Context: an optimization exercise on an open-source flow, tuned for small area. The choices shown serve that exercise and are no tape-out recipe.
Function was checked by simulation only, so behaviour that the tests miss may differ from the original.
The flow treats the clock pin as an ideal source, which a real chip does not have.
Power figures rest on the tool's default switching activity, not on a simulated workload.

== S ==
==> module exercise2, before the edit <==
module exercise2 (
		input logic CLOCK_50_I,
		input logic[3:0] PUSH_BUTTON_I,
		input logic[17:0] SWITCH_I,
		output logic[13:0] SEVEN_SEGMENT_N_O,
		output logic[8:0] LED_GREEN_O
);
localparam logic [15:0] LO_F = 16'd40290;    
localparam logic [5:0]  LO_RESET = 6'd34;
localparam logic [15:0] HI_F = 16'd14790;    
localparam logic [6:0]  HI_RESET = 7'd33;
logic resetn;
logic [5:0] lo;
logic [6:0] hi;
logic [3:0] deb [3:0];
logic [3:0] led_green;
logic [3:0] units;
logic [2:0] tens;
logic stop_count, direction;
logic sample_tick, event_slot, count_tick;
logic [3:0] press;
logic at59, at00, at_limit;
assign resetn = ~SWITCH_I[17];
assign sample_tick = (lo & 6'b101011) == 6'b000000;
assign event_slot  = (lo & 6'b101110) == 6'b000000;
assign count_tick  = ((lo & 6'b111010) == 6'b000000) && ((hi & 7'b1111010) == 7'b0110000);
always_ff @ (posedge CLOCK_50_I or negedge resetn) begin
	if (resetn == 1'b0) begin
		lo <= LO_RESET;
		hi <= HI_RESET;
	end else begin
		lo <= {lo[4:0], LO_F[{lo[5], lo[3], lo[1], lo[0]}]};
		if (sample_tick)
			hi <= {hi[5:0], HI_F[{hi[6], hi[4], hi[1], hi[0]}]};
	end
end
genvar gi;
generate
for (gi = 0; gi < 4; gi = gi + 1) begin : g_deb
	logic [3:0] q, n;
	logic s;
	assign q = deb[gi];
	assign s = ~PUSH_BUTTON_I[gi];
	assign n[0] = s | (q[3] & q[2] & ~(q[1] & q[0]));
	assign n[1] = s | q[0];
	assign n[2] = s | q[1];
	assign n[3] = q[2] | (s & (q[3] | q[1]));
	always_ff @ (posedge CLOCK_50_I or negedge resetn) begin
		if (resetn == 1'b0)
			deb[gi] <= 4'b0000;
		else if (sample_tick)
			deb[gi] <= n;
	end
	assign press[gi] = event_slot && (q[0] & ~q[3]);    
end
endgenerate
assign at59 = tens_is_last && units_is_last;
assign at00 = tens_is_first && units_is_first;
assign at_limit = (at59 && !direction) || (at00 && direction);
always_ff @ (posedge CLOCK_50_I or negedge resetn) begin
	if (resetn == 1'b0) begin
		led_green <= 4'h0;
		stop_count <= 1'b0;
		direction <= 1'b0;
	end else begin
		led_green <= led_green ^ press;
		if (press[0])
			stop_count <= ~stop_count;
		else if (at_limit)
			stop_count <= 1'b1;
		if (press[0] && at_limit)
			direction <= ~direction;
		if (!(at59 || at00)) begin
			if (press[2])
				direction <= 1'b1;
			else if (press[1])
				direction <= 1'b0;
		end
	end
end
logic [3:0] units_next;
logic [2:0] tens_next;
logic units_wrap, tens_wrap, units_is_first, units_is_last, tens_is_first, tens_is_last;
logic [6:0] units_seg, tens_seg;
assign units_next[0] = (~units[0]);
assign units_next[1] = (units[0] & units[1] & direction) | (~units[0] & units[1] & ~direction) | (~units[0] & ~units[1] & ~units[2] & direction) | (units[0] & ~units[1] & ~units[3] & ~direction);
assign units_next[2] = (~units[0] & units[2] & ~direction) | (units[0] & units[2] & direction) | (units[0] & ~units[1] & ~units[2] & ~direction) | (~units[0] & units[3] & direction) | (~units[0] & units[1] & ~units[2] & direction);
assign units_next[3] = (~units[0] & units[3] & ~direction) | (units[0] & units[3] & direction) | (~units[0] & ~units[1] & units[2] & direction) | (units[0] & units[1] & units[2] & ~direction);
assign units_wrap = (units[0] & units[3] & ~direction) | (~units[0] & ~units[1] & units[2] & direction);
assign units_seg[0] = (units[0] & ~units[1] & units[2]) | (~units[0] & ~units[1] & ~units[2] & ~units[3]);
assign units_seg[1] = (~units[0] & units[1] & units[2]) | (units[0] & ~units[1] & ~units[2] & ~units[3]);
assign units_seg[2] = (~units[0] & units[1] & ~units[2]);
assign units_seg[3] = (units[0] & units[2]) | (units[0] & units[3]) | (~units[0] & ~units[1] & ~units[2] & ~units[3]);
assign units_seg[4] = (units[0]) | (~units[1] & ~units[2] & ~units[3]);
assign units_seg[5] = (units[1] & ~units[2]) | (units[0] & units[2]);
assign units_seg[6] = (~units[1] & units[2]) | (units[0] & units[2]);
assign units_is_first = (~units[0] & ~units[1] & units[2]);
assign units_is_last = (units[0] & units[3]);
assign tens_next[0] = (~tens[0]);
assign tens_next[1] = (tens[2] & direction) | (~tens[1] & ~tens[2] & ~direction);
assign tens_next[2] = (tens[1] & ~direction) | (~tens[1] & ~tens[2] & direction);
assign tens_wrap = (~tens[0] & tens[1] & direction) | (tens[0] & ~tens[1] & ~tens[2] & ~direction);
assign tens_seg[0] = (tens[2]);
assign tens_seg[1] = (tens[0] & ~tens[1] & ~tens[2]);
assign tens_seg[2] = (~tens[0] & ~tens[1] & ~tens[2]);
assign tens_seg[3] = (tens[2]);
assign tens_seg[4] = (tens[0]) | (tens[2]);
assign tens_seg[5] = (tens[0] & tens[2]) | (tens[0] & tens[1]) | (~tens[0] & ~tens[1] & ~tens[2]);
assign tens_seg[6] = (~tens[0] & tens[1]) | (tens[0] & tens[2]);
assign tens_is_first = (~tens[0] & tens[1]);
assign tens_is_last = (tens[0] & ~tens[1] & ~tens[2]);
always_ff @ (posedge CLOCK_50_I or negedge resetn) begin
	if (resetn == 1'b0) begin
		units <= 4'd4;    
		tens <= 3'd2;     
	end else if (count_tick && !stop_count) begin
		units <= units_next;
		if (units_wrap)
			tens <= tens_next;
	end
end
assign SEVEN_SEGMENT_N_O[6:0]  = units_seg;
assign SEVEN_SEGMENT_N_O[13:7] = tens_seg;
assign LED_GREEN_O = {1'b0,
						~PUSH_BUTTON_I[3], led_green[3],
						~PUSH_BUTTON_I[2], led_green[2],
						~PUSH_BUTTON_I[1], led_green[1],
						~PUSH_BUTTON_I[0], led_green[0]};
endmodule
Settings: LEC_CHECK=0, CAP_MARGIN=20, CORE_MARGIN=2, CORE_UTILIZATION=60, GPL_TIMING_DRIVEN=0, SLEW_MARGIN=20; clock period 5.0 ns.
standard.sh (not shown) runs the stock make flow with config.mk's settings and CLKGATE_MAP_FILE= SYNTH_SCRIPT=/design/flow/synth_recipe.tcl, a recipe that flattens the netlist after the stock synthesis.
==> flow/flow/run.sh <==
#!/bin/bash
# Own layout flow: the standard ORFS flow (standard.sh) with changes that
# only affect how the layout is built, not what it is measured against:
#  * synthesis is the standard one (synth_recipe.tcl: same registers, names and
#    flip-flop cells), except that adders are not pre-mapped to ha/fa cells
#    and ABC maps the combinational logic with an area script.  Each script
#    in flow/abc/ is tried (in parallel, in scratch copies of the ORFS work
#    folder) and the one giving the smallest synthesised area is used for the
#    real run;
#  * port buffers are sky130_fd_sc_hd__buf_1, and buffers from synthesis are
#    removed at floorplan (REMOVE_ABC_BUFFERS);
#  * the clock: if flow/clkbufs.txt exists ("K cell"), just before CTS the
#    clock sinks are split by position into K groups, each driven by its own
#    clock buffer at the group's centroid (flow/clkbufs.tcl), and TritonCTS
#    then has nothing left to do; otherwise CTS runs with flow/cts_args.txt.
# Each tool's full output is kept in the ORFS logs and in the *.log files here.
set -euo pipefail
W=$(pwd)
F=$W/flow
cp standard.sh flow_standard_copy.log
export OWN_FLOW_DIR=$F
export BUFFER_PORTS_ARGS="-buffer_cell sky130_fd_sc_hd__buf_1"
# drop the buffers synthesis put between ports at floorplan, as the
# timing-driven placement would otherwise do
export REMOVE_ABC_BUFFERS=1
if [[ -f $F/clkbufs.txt ]]; then
  export PRE_CTS_TCL=$F/clkbufs.tcl
  export CTS_ARGS="-sink_clustering_enable -repair_clock_nets -dont_use_dummy_load"
else
  export CTS_ARGS="$(cat $F/cts_args.txt)"
fi

# synthesis scripts: synth_recipe.tcl with ORFS's synth.tcl replaced by a copy
# whose ABC step uses the given script
make_synth() {  # name abc-script
  sed -e "s|^source \$::env(SCRIPTS_DIR)/synth_preamble.tcl|&\nset abc_args [lreplace \$abc_args 1 1 $2]|" \
      "$FLOW_HOME/scripts/synth.tcl" > "$W/own_synth_core_$1.tcl"
  sed -e "s|\$::env(SCRIPTS_DIR)/synth.tcl|$W/own_synth_core_$1.tcl|" synth_recipe.tcl > "$W/own_synth_$1.tcl"
  grep -q "$2" "$W/own_synth_core_$1.tcl"
  grep -q "own_synth_core_$1" "$W/own_synth_$1.tcl"
}

names=()
for s in "$F"/abc/*.abc; do
  n=$(basename "$s" .abc)
  names+=("$n")
  make_synth "$n" "$s"
  sed -e "s|$W/orfs|$W/try_$n|g" standard.sh > "$W/try_$n.sh"
  grep -q "try_$n" "$W/try_$n.sh"
  bash "$W/try_$n.sh" SYNTH_SCRIPT="$W/own_synth_$n.tcl" ADDER_MAP_FILE= synth > "$W/try_$n.log" 2>&1 &
done
wait
best=""
best_area=""
for n in "${names[@]}"; do
  st=$(find "$W/try_$n" -name synth_stat.txt | head -1)
  a=$(grep -m1 "Chip area for module" "$st" | awk '{print $NF}' || true)
  echo "$n $a" >> "$W/synth_choice.log"
  cp "$(find "$W/try_$n" -name 1_2_yosys.log | head -1)" "$W/try_${n}_yosys.log" || true
  if [[ -n "$a" ]] && { [[ -z "$best_area" ]] || awk -v a="$a" -v b="$best_area" 'BEGIN{exit !(a < b)}'; }; then
    best=$n; best_area=$a
  fi
done
echo "chosen $best $best_area" >> "$W/synth_choice.log"
rm -rf "$W"/try_*/
test -n "$best"
bash standard.sh SYNTH_SCRIPT="$W/own_synth_$best.tcl" ADDER_MAP_FILE= finish > "$W/flow_make.log" 2>&1
test -f out/final.def
Other scripts of this flow, unchanged in this note and not shown: flow/flow/abc/a1_base.abc, flow/flow/abc/a3_mapa.abc, flow/flow/abc/a4_nfE.abc, flow/flow/abc/a6_amap.abc, flow/flow/abc/a7_mapa2.abc, flow/flow/abc/b1_amap3.abc, flow/flow/abc/b2_amap4.abc, flow/flow/abc/b3_amap6.abc, flow/flow/abc/b4_amap11.abc, flow/flow/abc/b5_amap9.abc, flow/flow/clkbufs.tcl, flow/flow/clkbufs.txt
Input-level comparison between P and S:
-- flow/design.v --
<<< S, line 35
		output logic[8:0] LED_GREEN_O
);
localparam logic [15:0] LO_F = 16'd40290;    
localparam logic [5:0]  LO_RESET = 6'd34;
localparam logic [15:0] HI_F = 16'd14790;    
localparam logic [6:0]  HI_RESET = 7'd33;
logic resetn;
logic [5:0] lo;
logic [6:0] hi;
logic [3:0] deb [3:0];
logic [3:0] led_green;
>>> P, line 35
		output logic[8:0] LED_GREEN_O
);
localparam logic [15:0] LO_F = 16'd25500;    
localparam logic [6:0]  LO_RESET = 7'd10;
localparam logic [15:0] HI_F = 16'd14662;    
localparam logic [5:0]  HI_RESET = 6'd1;
logic resetn;
logic [6:0] lo;
logic [5:0] hi;
logic [3:0] deb [3:0];
logic [3:0] led_green;
<<< S, line 47
logic [2:0] tens;
logic stop_count, direction;
logic sample_tick, event_slot, count_tick;
logic [3:0] press;
logic at59, at00, at_limit;
assign resetn = ~SWITCH_I[17];
assign sample_tick = (lo & 6'b101011) == 6'b000000;
assign event_slot  = (lo & 6'b101110) == 6'b000000;
assign count_tick  = ((lo & 6'b111010) == 6'b000000) && ((hi & 7'b1111010) == 7'b0110000);
always_ff @ (posedge CLOCK_50_I or negedge resetn) begin
	if (resetn == 1'b0) begin
>>> P, line 47
logic [2:0] tens;
logic stop_count, direction;
logic sample_tick, event_slot, lo_slot1, count_tick;
logic [3:0] press;
logic at59, at00, at_limit;
assign resetn = ~SWITCH_I[17];
assign sample_tick = (lo & 7'b0111101) == 7'b0110100;
assign event_slot  = (lo & 7'b1110101) == 7'b1010000;
assign lo_slot1    = (lo & 7'b1011101) == 7'b0010100;
assign count_tick  = lo_slot1 && ((hi & 6'b010111) == 6'b010111);
always_ff @ (posedge CLOCK_50_I or negedge resetn) begin
	if (resetn == 1'b0) begin
<<< S, line 59
		hi <= HI_RESET;
	end else begin
		lo <= {lo[4:0], LO_F[{lo[5], lo[3], lo[1], lo[0]}]};
		if (sample_tick)
			hi <= {hi[5:0], HI_F[{hi[6], hi[4], hi[1], hi[0]}]};
	end
end
>>> P, line 60
		hi <= HI_RESET;
	end else begin
		lo <= {lo[5:0], LO_F[{lo[6], lo[5], lo[4], lo[1]}]};
		if (lo_slot1)
			hi <= {hi[4:0], HI_F[{hi[5], hi[4], hi[1], hi[0]}]};
	end
end
==> run notes <==
Between S and P, the height of the die figures differ only marginally. Summary of P over S: total design power saw a decrease, proportion of cell area occupied by registers up 0.18 points, reported leakage power grew by about 11%. Final weighted congestion in routability-driven placement (P vs. S) increases slightly. Going from S to P, the logic gate share of total power was found to have gone down by 11 points. Measured slew at the worst slew-check pin: P < S. After synthesis and placement, the instance count of P is below that of S. Every stage of the flow completed for P, and the final layout passed the timing, DRC and antenna checks. S completed end to end with timing, DRC and antenna clean. Taking S as the reference, in P post-synthesis simple-gate area fraction down 0.42 points; arrival time of the worst setup path went down by 0.15 ns. The run showing the smaller per-cell via count in the routed design is S. Looking at final critical-path share of the clock period, P sits 3.1 points lower than S does. Re global-route usage: P and S aren't equal, and the higher value belongs to S.

## static timing again, ports no longer ideal
How much do the figures lean on ideal ports? The routed layouts below were timed once more, with nothing changed but the port constraints. Step 1, drivers: a clkbuf_16 drives CLOCK_50_I and a buf_2 each remaining input, both assumed. Step 2 times the ports against the registers' clock, not the clock port: input delays grow and output delays shrink by t, the midpoint of the rising clock arrivals with the driver on. Three values: ideal ports, drivers, drivers and shift; two values: the first two.
| run | t (ns) | setup WS [ns] | worst hold slack (ns) | worst data-port slew with drivers (ns) | pins driven straight from the clock port |
|---|---|---|---|---|---|
| S | 0.201 | 2.086 / 2.048 / 2.199 | 0.393 / 0.393 / 0.393 | 0.03 | 4 |
| P | 0.203 | 2.239 / 2.200 / 2.403 | 0.404 / 0.404 / 0.404 | 0.03 | 4 |
After both steps every run listed still meets setup and hold.
